This is an optimization exercise on Yosys and OpenROAD, whose aim is small area, a short achievable clock period and few clock cycles per item, not a production implementation.
At most, simulation tests tie the RTL to the original design; equivalence was not proved.
Function not checked in run 2: the RTL went through the layout flow alone.
No activity file was given, so power comes from the tool's default toggle rates.

==> flow/design.v (outline; a module is shown in full before it is edited, if it fits) <==
// module mux2X1: 8 lines
// module carry_lookahead_adder_8_bit: 19 lines
// module CLA_8bit_slice: 38 lines
// module carry_lookahead_adder_32_bit: 13 lines
// module mpa_bx: 6 lines
// module mpa_xor: 5 lines
// module mpa_ha: 6 lines
// module mpa_and: 5 lines
// module mpa_gp: 6 lines
// module mpa_nd: 6 lines
// module mpa_ng: 5 lines
// module mp_adder: 1061 lines
module mp_adder (
    input  wire         iAddSub,
    input  wire         iClk,
    input  wire         iRst,
    input  wire         iStart,
    input  wire [511:0] iOpA,
    input  wire [511:0] iOpB,
    output wire [512:0] oRes,
    output wire         oDone);
  // ...
==> flow/flow/run.sh <==
#!/bin/bash
# Standard ORFS layout (the standard.sh) with three changes to how it is done:
# - buffer_ports gives every input and output port a buf_1 cell (the resizer
#   still sizes them as timing needs) instead of the cell it picks by default;
# - the ports are placed in bit order round the die edge, each bit's
#   iOpA/iOpB/oRes side by side (flow/pinorder.tcl, before place_pins);
# - before the resize step's repair_design, high-fanout nets get buffer trees
#   built from their sinks' locations (flow/pre_resize.tcl, flow/tree.tcl).
set -euo pipefail
export BUFFER_PORTS_ARGS="-buffer_cell sky130_fd_sc_hd__buf_1"
export PRE_IO_PLACEMENT_TCL="$(pwd)/flow/pinorder.tcl"
export PRE_RESIZE_TCL="$(pwd)/flow/pre_resize.tcl"
bash standard.sh > standard_flow.log 2>&1
==> flow/flow/pinorder.tcl <==
# Place the ports in bit order around the die: bit i's iOpA[i], iOpB[i] and
# oRes[i] sit next to each other, bits 0..511 go round the die edge (bottom
# left to right, right edge upwards, top right to left, left edge downwards),
# and the control ports fill the gap between bit 511 and bit 0.
proc po_slots {} {
  set block [ord::get_db_block]
  set die [$block getDieArea]
  set dbu [$block getDbUnitsPerMicron]
  set W [expr {[$die xMax] / double($dbu)}]
  set H [expr {[$die yMax] / double($dbu)}]
  set m 10.0
  set slots {}
  # bottom: met2 tracks x = 0.23 + 0.46k, two tracks apart
  for {set x [expr {0.23 + 0.46 * ceil(($m - 0.23) / 0.46)}]} {$x <= $W - $m} {set x [expr {$x + 0.92}]} {
    lappend slots [list met2 $x 0.0]
  }
  # right: met3 tracks y = 0.34 + 0.68k
  for {set y [expr {0.34 + 0.68 * ceil(($m - 0.34) / 0.68)}]} {$y <= $H - $m} {set y [expr {$y + 1.36}]} {
    lappend slots [list met3 $W $y]
  }
  # top, right to left
  set top {}
  for {set x [expr {0.23 + 0.46 * ceil(($m - 0.23) / 0.46)}]} {$x <= $W - $m} {set x [expr {$x + 0.92}]} {
    lappend top [list met2 $x $H]
  }
  set slots [concat $slots [lreverse $top]]
  # left, top to bottom
  set left {}
  for {set y [expr {0.34 + 0.68 * ceil(($m - 0.34) / 0.68)}]} {$y <= $H - $m} {set y [expr {$y + 1.36}]} {
    lappend left [list met3 0.0 $y]
  }
  return [concat $slots [lreverse $left]]
}

proc po_place {name slot} {
  lassign $slot layer x y
  if {$layer == "met2"} { set sz {0.14 0.485} } else { set sz {0.8 0.3} }
  place_pin -pin_name $name -layer $layer -location [list $x $y] -pin_size $sz -force_to_die_boundary
}

proc po_all {} {
  set slots [po_slots]
  set ns [llength $slots]
  set ctrl {iClk iRst iStart iAddSub oDone oRes[512]}
  # bits spread evenly over the ring, leaving room for the control ports at the end
  set nbits 512
  set used [expr {3 * $nbits + [llength $ctrl]}]
  if {$used > $ns} { error "pinorder: $used ports but only $ns slots" }
  set step [expr {double($ns - [llength $ctrl]) / $nbits}]
  for {set i 0} {$i < $nbits} {incr i} {
    set s [expr {int(floor($i * $step))}]
    po_place "iOpA\[$i\]" [lindex $slots $s]
    po_place "iOpB\[$i\]" [lindex $slots [expr {$s + 1}]]
    po_place "oRes\[$i\]" [lindex $slots [expr {$s + 2}]]
  }
  set s [expr {$ns - [llength $ctrl]}]
  foreach c $ctrl {
    po_place $c [lindex $slots $s]
    incr s
  }
  puts "pinorder: placed [expr {3 * $nbits + [llength $ctrl]}] ports on $ns slots"
}
po_all
==> flow/flow/pre_resize.tcl <==
# Runs inside ORFS's resize step (3_4), after global placement and before its
# repair_design: every signal net with more than 12 sinks gets a buffer tree
# built from its sinks' placed locations (flow/tree.tcl), instead of the
# chain of buffers that repair_design would lay along the net.
source [file join [file dirname [info script]] tree.tcl]
bt_all 12 12 8 {sky130_fd_sc_hd__buf_4 sky130_fd_sc_hd__buf_8}
==> flow/flow/tree.tcl <==
# Buffer trees for high-fanout signal nets, built by recursive bisection of
# the sinks' placed locations (a leaf buffer drives at most LEAF sinks that
# lie close together; upper levels drive at most UP buffers each).
proc bt_split {pts maxn} {
  # pts: list of {pin x y}; returns a list of clusters of at most maxn points
  if {[llength $pts] <= $maxn} { return [list $pts] }
  set xs [lmap p $pts {lindex $p 1}]
  set ys [lmap p $pts {lindex $p 2}]
  set dx [expr {[tcl::mathfunc::max {*}$xs] - [tcl::mathfunc::min {*}$xs]}]
  set dy [expr {[tcl::mathfunc::max {*}$ys] - [tcl::mathfunc::min {*}$ys]}]
  set k [expr {$dx >= $dy ? 1 : 2}]
  set s [lsort -real -index $k $pts]
  # split into halves whose sizes are multiples of maxn where possible
  set n [llength $s]
  set nc [expr {($n + $maxn - 1) / $maxn}]
  set h [expr {(($nc + 1) / 2) * $maxn}]
  if {$h >= $n} { set h [expr {$n / 2}] }
  return [concat [bt_split [lrange $s 0 [expr {$h - 1}]] $maxn] [bt_split [lrange $s $h end] $maxn]]
}

proc bt_sinks {net} {
  set pts {}
  foreach it [$net getITerms] {
    if {[$it isOutputSignal]} { continue }
    set inst [$it getInst]
    set bb [$inst getBBox]
    set x [expr {([$bb xMin] + [$bb xMax]) / 2.0}]
    set y [expr {([$bb yMin] + [$bb yMax]) / 2.0}]
    lappend pts [list "[$inst getName]/[[$it getMTerm] getName]" $x $y]
  }
  return $pts
}

proc bt_net {netname leaf up cells} {
  set block [ord::get_db_block]
  set dbu [$block getDbUnitsPerMicron]
  set lvl 0
  set maxn $leaf
  while {1} {
    set net [$block findNet $netname]
    set pts [bt_sinks $net]
    if {[llength $pts] <= $maxn} { break }
    set cell [lindex $cells [expr {min($lvl, [llength $cells] - 1)}]]
    set i 0
    foreach cl [bt_split $pts $maxn] {
      set sx 0.0; set sy 0.0
      foreach p $cl { set sx [expr {$sx + [lindex $p 1]}]; set sy [expr {$sy + [lindex $p 2]}] }
      set cx [expr {$sx / [llength $cl] / $dbu}]
      set cy [expr {$sy / [llength $cl] / $dbu}]
      set pins [get_pins [lmap p $cl {lindex $p 0}]]
      insert_buffer -buffer_cell $cell -net [get_nets $netname] -load_pins $pins -location [list $cx $cy] \
        -buffer_name "bt_${lvl}_${i}_$netname"
      incr i
    }
    puts "bt_net $netname: level $lvl, $i buffers of $cell"
    incr lvl
    set maxn $up
  }
}

# all signal nets with more than minfo sinks (clock nets excluded)
proc bt_all {minfo leaf up cells} {
  set block [ord::get_db_block]
  set names {}
  foreach net [$block getNets] {
    if {[$net getSigType] != "SIGNAL"} { continue }
    if {[$net isSpecial]} { continue }
    set n 0
    set drv 0
    foreach it [$net getITerms] { if {[$it isOutputSignal]} { incr drv } else { incr n } }
    if {$drv != 1 || $n <= $minfo} { continue }
    if {[llength [$net getBTerms]] > 0} { continue }
    lappend names [$net getName]
  }
  foreach nm $names { bt_net $nm $leaf $up $cells }
}
==> flow/standard.sh <==
#!/bin/bash
# synth_recipe.tcl (not shown) runs the flow's synth.tcl, then flattens the netlist and writes it again
# the make line also repeats each setting of config.mk as NAME=value (left out here)
make -C /OpenROAD-flow-scripts/flow DESIGN_CONFIG=/design/flow/config.mk WORK_HOME=/design/flow/orfs CLKGATE_MAP_FILE= SYNTH_SCRIPT=/design/flow/synth_recipe.tcl "${@:-finish}"
==> flow/config.mk <==
export PLATFORM = sky130hd
export DESIGN_NAME = mp_adder
export DESIGN_NICKNAME = mp_adder
export VERILOG_FILES = /design/flow/design.v
export SDC_FILE = /design/flow/constraint.sdc
export NUM_CORES = 4
export LEC_CHECK = 0
export CAP_MARGIN = 5
export CORE_AREA = 10 10 460 460
export DIE_AREA = 0 0 470 470
export GPL_TIMING_DRIVEN = 0
export SETUP_SLACK_MARGIN = 0.9
export SLEW_MARGIN = 5
export SYNTH_HIERARCHICAL = 1
==> flow/constraint.sdc <==
create_clock -name core_clock -period 5.0 [get_ports {iClk}]
set_input_delay 1.0000 -clock core_clock [delete_from_list [all_inputs] [get_ports {iClk}]]
set_output_delay 1.0000 -clock core_clock [all_outputs]
set_load 0.01 [all_outputs]
==> notes.md, run 1 <==
Yosys:
- After synthesis, the most frequently instantiated cells are sky130_fd_sc_hd__xor2_1 (1024), sky130_fd_sc_hd__a21o_1 (833), sky130_fd_sc_hd__ha_1 (512), sky130_fd_sc_hd__and2_1 (321).
- The most common flop cell mapped by yosys is sky130_fd_sc_hd__dfxtp_1.
- Synthesis produced a netlist with a net count of 5130.
- The synthesized netlist devotes 21.6% of its cell area to adder and majority cells.
- The area share of xor/xnor cells in the synthesized design is 30.3%.
- Yosys mapped a number of flops with a built-in enable equal to 0.

Timing:
- Timing would allow up to 244 MHz.
- The final hold violation count came to 0.
- The worst path needs 4.10 ns of the cycle, external delays included.

Routing:
- After detailed routing, the total wire length is 143000 um.
- The detailed-routing iteration count for the pre-antenna-repair pass is 5.
- The total number of vias is 31100.
- The number of design rule violations left after detail routing is 0.
- The routed design uses 7170 um of met3 wire.

Worst setup path:
- The number of buffers and inverters on the critical path is 4.
- Among the stages of the critical path, the cell type that occurs most often is sky130_fd_sc_hd__and2_1.

Placed design:
- The placed instances occupy a cell area of 39200 sq um.

Die:
- The total number of placement rows is 165.
- The tapcell count is 2672.
- 0 I/O pins were placed.

Run status:
- The flow ran to the end and the layout has no timing, DRC or antenna violations.

Clock tree:
- In this run, CTS created clock tree buffers numbering 17.
- The number of H-tree levels is 4.

Power:
- The clock network power is 1.61 mW.
- The group that draws the most power in this run is combinational logic.

Finish:
- The layout sequential cell count is 129.
- The most frequent standard cell in the layout excluding fill and tap cells is sky130_fd_sc_hd__buf_1.
- The buffer count excluding the clock tree in the final layout is 1659.

GRT:
- The met2 demand-to-capacity share in global routing is 22.9%.
- The initial antenna violation count is 25.
Testbench counts, summed over its fixed seeds: cycles 768, items 384.
==> run 2, diff against run 1 <==
--- a/flow/design.v
+++ b/flow/design.v
@@ -123,17 +123,17 @@
     input  wire         iStart,
     input  wire [511:0] iOpA,
     input  wire [511:0] iOpB,
     output wire [512:0] oRes,
     output wire         oDone);
     wire [511:0] bx, p, g, c, sum;
     wire [127:0] cg, cp, cc;
     reg  [127:1] rC;      
-    reg         rCout;
+    reg         rCout;   
     reg         rDone;
     wire [127:0] ci = {rC, iAddSub};
     genvar j;
     generate for (j = 0; j < 128; j = j + 1) begin : chunk
         mpa_bx  u_bx  (.s(iAddSub), .b(iOpB[4*j +: 4]), .bx(bx[4*j +: 4]));
         mpa_ha  u_pg  (.a(iOpA[4*j +: 4]), .b(bx[4*j +: 4]), .p(p[4*j +: 4]), .g(g[4*j +: 4]));
         mpa_gp  u_gp  (.p(p[4*j +: 4]), .g(g[4*j +: 4]), .G(cg[j]), .Pc(cp[j]));
         assign c[4*j] = ci[j];
@@ -1165,15 +1165,15 @@
     assign cc[122] = G445;
     assign cc[123] = G382;
     assign cc[124] = G446;
     assign cc[125] = G383;
     assign cc[126] = G447;
     assign cc[127] = G384;
     always @(posedge iClk) begin
         rC    <= cc[126:0];
-        rCout <= cc[127] & ~iAddSub;
+        rCout <= cc[127];
         if (iRst) rDone <= 1'b0;
         else      rDone <= iStart;
     end
-    assign oRes  = {rCout, sum};
+    assign oRes  = {rCout & ~iAddSub, sum};   
     assign oDone = rDone;
 endmodule
==> flow/config.mk (replaced) <==
export PLATFORM = sky130hd
export DESIGN_NAME = mp_adder
export DESIGN_NICKNAME = mp_adder
export VERILOG_FILES = /design/flow/design.v
export SDC_FILE = /design/flow/constraint.sdc
export NUM_CORES = 4
export LEC_CHECK = 0
export CAP_MARGIN = 20
export CORE_AREA = 10 10 460 460
export DIE_AREA = 0 0 470 470
export GPL_TIMING_DRIVEN = 0
export SETUP_SLACK_MARGIN = 0.5
export SLEW_MARGIN = 20
export SYNTH_HIERARCHICAL = 1
==> run 2 against run 1 <==
Non-clock buffer count down 68. Utilization down 0.80 points. Flip-flop and latch count unchanged. Largest cell class unchanged.
==> notes.md, run 2 <==
Run status:
- The run finished with no timing, DRC or antenna violations.

Finish:
- The layout overhead on the synthesized area is 35.1%.
- The final net count is 6739.
- Counting flops per register, the top entry is rC.
- Fill cells in the final layout number 23200.
- The post-route netlist has 2.34% of its cells at a drive strength greater than 1.
- The most frequent standard cell in the layout excluding fill and tap cells is sky130_fd_sc_hd__buf_1.
- In the layout the commonest cells are sky130_fd_sc_hd__buf_1 (1540), sky130_fd_sc_hd__xor2_1 (1024), sky130_fd_sc_hd__a21o_1 (797).
- The post-layout utilization of the core is 19.8%.
- The largest registers in the layout are rC: 127 flops, rCout: 1 flops, rDone: 1 flops.
- The number of flip-flops under the largest register name is 127.
- The finished cells cover 40000 sq um.

Yosys:
- Synthesis handed over a netlist of 3589 instances.
- In the post-synthesis netlist, the biggest area contributors are sky130_fd_sc_hd__xor2_1 (30%), sky130_fd_sc_hd__ha_1 (22%), sky130_fd_sc_hd__a21o_1 (21%).
- The number of flops mapped to enable cells by yosys came to 0 (unchanged).
- Of all flip-flops after synthesis, the portion carrying an async set or reset was 0%.
- In this run the biggest area consumer among cell types represents 30.3% of the synthesized area.
- Sorting the synthesized cells by how often they occur yields sky130_fd_sc_hd__xor2_1 (1024), sky130_fd_sc_hd__a21o_1 (833), sky130_fd_sc_hd__ha_1 (512), sky130_fd_sc_hd__and2_1 (321).
- The register bit total from synthesis is 129.
- During synthesis, Yosys emitted a total of 7 warnings.
- In this run the cell area of the synthesized design comes to 29600 sq um.
- The largest total area in the synthesized netlist belongs to sky130_fd_sc_hd__xor2_1.
- The number of different library cells used by synthesis comes to 10.
- The fraction of the yosys area taken by sequential cells is 8.72%.
- In this run the mean area of a mapped cell was 8.25 sq um.
- Among all flip-flop cells after synthesis, the most frequent one is sky130_fd_sc_hd__dfxtp_1.
- The most common cell in the netlist is sky130_fd_sc_hd__xor2_1.
- The post-synth net total is 5129 (-0.019%).

Routing:
- The number of vias per cell is 3.90.
- The total number of vias was 30800 (-0.86%).
- The final antenna-violating net count is 0.
- After detailed routing, the average wire length per cell comes to 17.9 um.
- The number of design rule violations left after detail routing came to 0 (unchanged).
- The detailed-routing iteration count for the pre-antenna-repair pass came to 5 (unchanged).
- For this block, the initial DRC count from the detailed router was 814.
- The total wirelength of the detailed-routed design is 141000 um (-1.3%).

Timing:
- In the final timing run, aggregate negative setup slack is 0 ns.
- The final hold violation count was 0 (unchanged).
- The part of the cycle the worst path needs is 87.4%.
- Across all setup checks in the final design, the least slack found is 0.631 ns.
- The maximum clock frequency is 229 MHz (-6.1%).
- The tightest slew margin relative to the limit is 43.7%.
- Setup repair after global routing could not meet its margin everywhere.
- The final count of pins violating max slew is 0.
- The actual transition at the worst max-transition pin is 0.848 ns.
- Setup violations remaining at the end of the flow were counted as 0.
- The final critical delay including setup and external delays is 4.37 ns (+0.266 ns).

Worst hold path:
- The path category of the worst min-delay check is in -> reg.

Power:
- For this design the ratio of total power to cell area is 259 nW/um^2.
- The design draws 10.4 mW.
- In this run the static leakage power is 20.7 nW.
- The peak supply drop is 0.265 mV.

Worst setup path:
- The required time at the worst-slack endpoint is 4.00 ns.
- At the worst endpoint, the arrival time is 3.37 ns.
- Traced cell by cell, the critical path runs through buf_4 > buf_12 > buf_8 > buf_4 > xor2_1 > ha_1 > a21o_1 > a21o_1 > a21o_1 > xor2_1 > buf_1.
- The worst setup path is launched from an input port.
- Of all nets on the critical path, the largest fanout is 12.
- The cell with the largest stage delay on the worst path is sky130_fd_sc_hd__ha_1.
- The critical path buffer and inverter count is 5 (+1).
- The critical path start-end classification is in -> out.
- On the worst path, the slowest cell contributes a delay of 0.28 ns.
- The most frequent cell on the critical path is sky130_fd_sc_hd__a21o_1.
- The kind of end point of the critical path is an output pin.
- Grouping stages by cell kind, the critical path spends the most delay in buffers and inverters.

Die:
- The top-level I/O count is 0 (unchanged).
- The core outline area is 202000 sq um.
- The total number of placement rows was 165 (unchanged).
- The die width is 470 um.
- The die is 470 um tall.
- The effective utilization at floorplan is 14.7%.
- The die footprint is 221000 sq um.

Placed design:
- The last weighted congestion value of the routability-driven placer is 0.845.
- The HPWL after detailed placement is 131000 um.
- The cell area reported after detailed placement was 39200 sq um (about the same).
- The port buffer count is 1541.
- Prior to clock tree synthesis, the placed netlist has a worst setup slack of -1.31 ns.

Clock tree:
- TritonCTS built the clock tree.
- Counting every sink on the clock net gives 129.
- The number of H-tree levels is 4 (unchanged).
- The number of buffers created by CTS is 17 (unchanged).
- In this run the clock root is driven by a sky130_fd_sc_hd__clkbuf_16.
- The number of setup buffers added after CTS is 0.
- The maximum count of clock buffers along a single path is 2.
- The clock-pin slew of the registers on the worst-case setup and hold paths is 0.08 ns.
- After clock tree synthesis, the flow added hold-fix buffers numbering 0.

GRT:
- For this run, the total global-route usage over all layers was measured as 12.2%.
- The remaining global-route overflow is 0.
- The first-pass GRT wire length is 201000 um.
- The initial antenna violation count is 12 (-52%).
- The via count of the first global-routing pass is 32200.
- The maximum number of pins on one net before global-route repair is 17.

Run:
- The tool flagged a number of max-cap violations equal to 0.
[run 2: changes by cell type in the layout (fill, tap and decap cells not counted), sizes merged]
cell      change
clkbuf       -67
diode         -4
buf           -1
bufinv        -1
clkinv        +1
clkinvlp      +1
inv           -1
[run 2: what timing repair did]
item                                    in CTS  in global routing
gates resized for setup                     39                 19
endpoints found under the setup margin     112                 32
endpoints found under the hold margin        0                  0
[run 2: kinds of logic after synthesis]
kind of cell	count (synthesis)	synth area share, %
AO/OA/AOI/OAI	1217	27.6
XOR/XNOR	1024	30.3
adder cells (fa/ha/maj)	512	21.6
flip-flops	129	8.72
AND/OR/NAND/NOR	707	11.7
[run 2: where the power goes]
part	internal (mW)	switching [mW]	leakage, nW
combinational	2.89	4.57	19.3
clock	0.896	0.639	0.309
sequential	1.24	0.140	1.09
total	5.03	5.35	20.7
[run 2: cell type report]
cell class,count,area [sq um],area share [%]
clock inverter,12,209,0.522
tap,2672,3340,8.35
antenna,16,40.0,0.100
sequential,129,2580,6.45
clock buffer,19,443,1.11
multi-input combinational,3460,27200,67.9
timing repair buffer,1591,6240,15.6
[run 2: worst paths after layout]
check | to | cells after the start | startpoint
worst max-delay path | oRes[283] | 11 | iAddSub
worst min-delay path | rDone | 2 | iRst
[run 2: per-layer routing]
layer / wire length [um] / track usage (%) / share of wire, %
met5: 0 / 0 / 0
met4: 2440 / 2.64 / 1.7
met3: 7100 / 2.78 / 5.0
met2: 73500 / 22.8 / 52
met1: 58500 / 13.9 / 41
[run 2: through the flow]
step	hold slack, ns	std cells
floorplan	1.06	3589
global placement	1.22	7802
detailed placement	1.22	7852
CTS	0.584	7883
global route	0.602	7884
finish	0.667	7899
[run 2: modules after synthesis, one instance, submodules excluded, excerpt]
module	cells	cell area, sq um
mpa_bx	4	35.0
mpa_gp	6	26.3
mpa_ha	4	50.0
mpa_nd	2	13.8
mpa_ng	1	7.51
mpa_xor	4	35.0

-- static timing again, ports no longer ideal --
The results above use ideal ports. As a check the final layouts listed here were re-extracted and re-timed, cells and wires unchanged. Step 1: set_driving_cell puts a clkbuf_16 on iClk and a buf_2 on each other input, an assumption about the parent block. Step 2 moves the port delays by t, midway between the first and last clock arrival at a register: inputs arrive t later, outputs are due t later. That takes back most of the time a late clock gives input paths. a / b / c = no drivers / after step 1 / after step 2; a / b = the first two.
| run | shift t [ns] | slack for setup (ns) | worst slew at a driven data input, ns |
|---|---|---|---|
| run 1 | 0.611 | 0.896 / 0.874 / 0.303 | 0.08 |
| run 2 | 0.605 | 0.631 / 0.594 / 0.109 | 0.07 |
After both steps setup and hold are still met in every run listed. For run 1, which loses most, drivers alone change the setup slack by -0.022 ns; drivers and shift together by -0.593 ns.
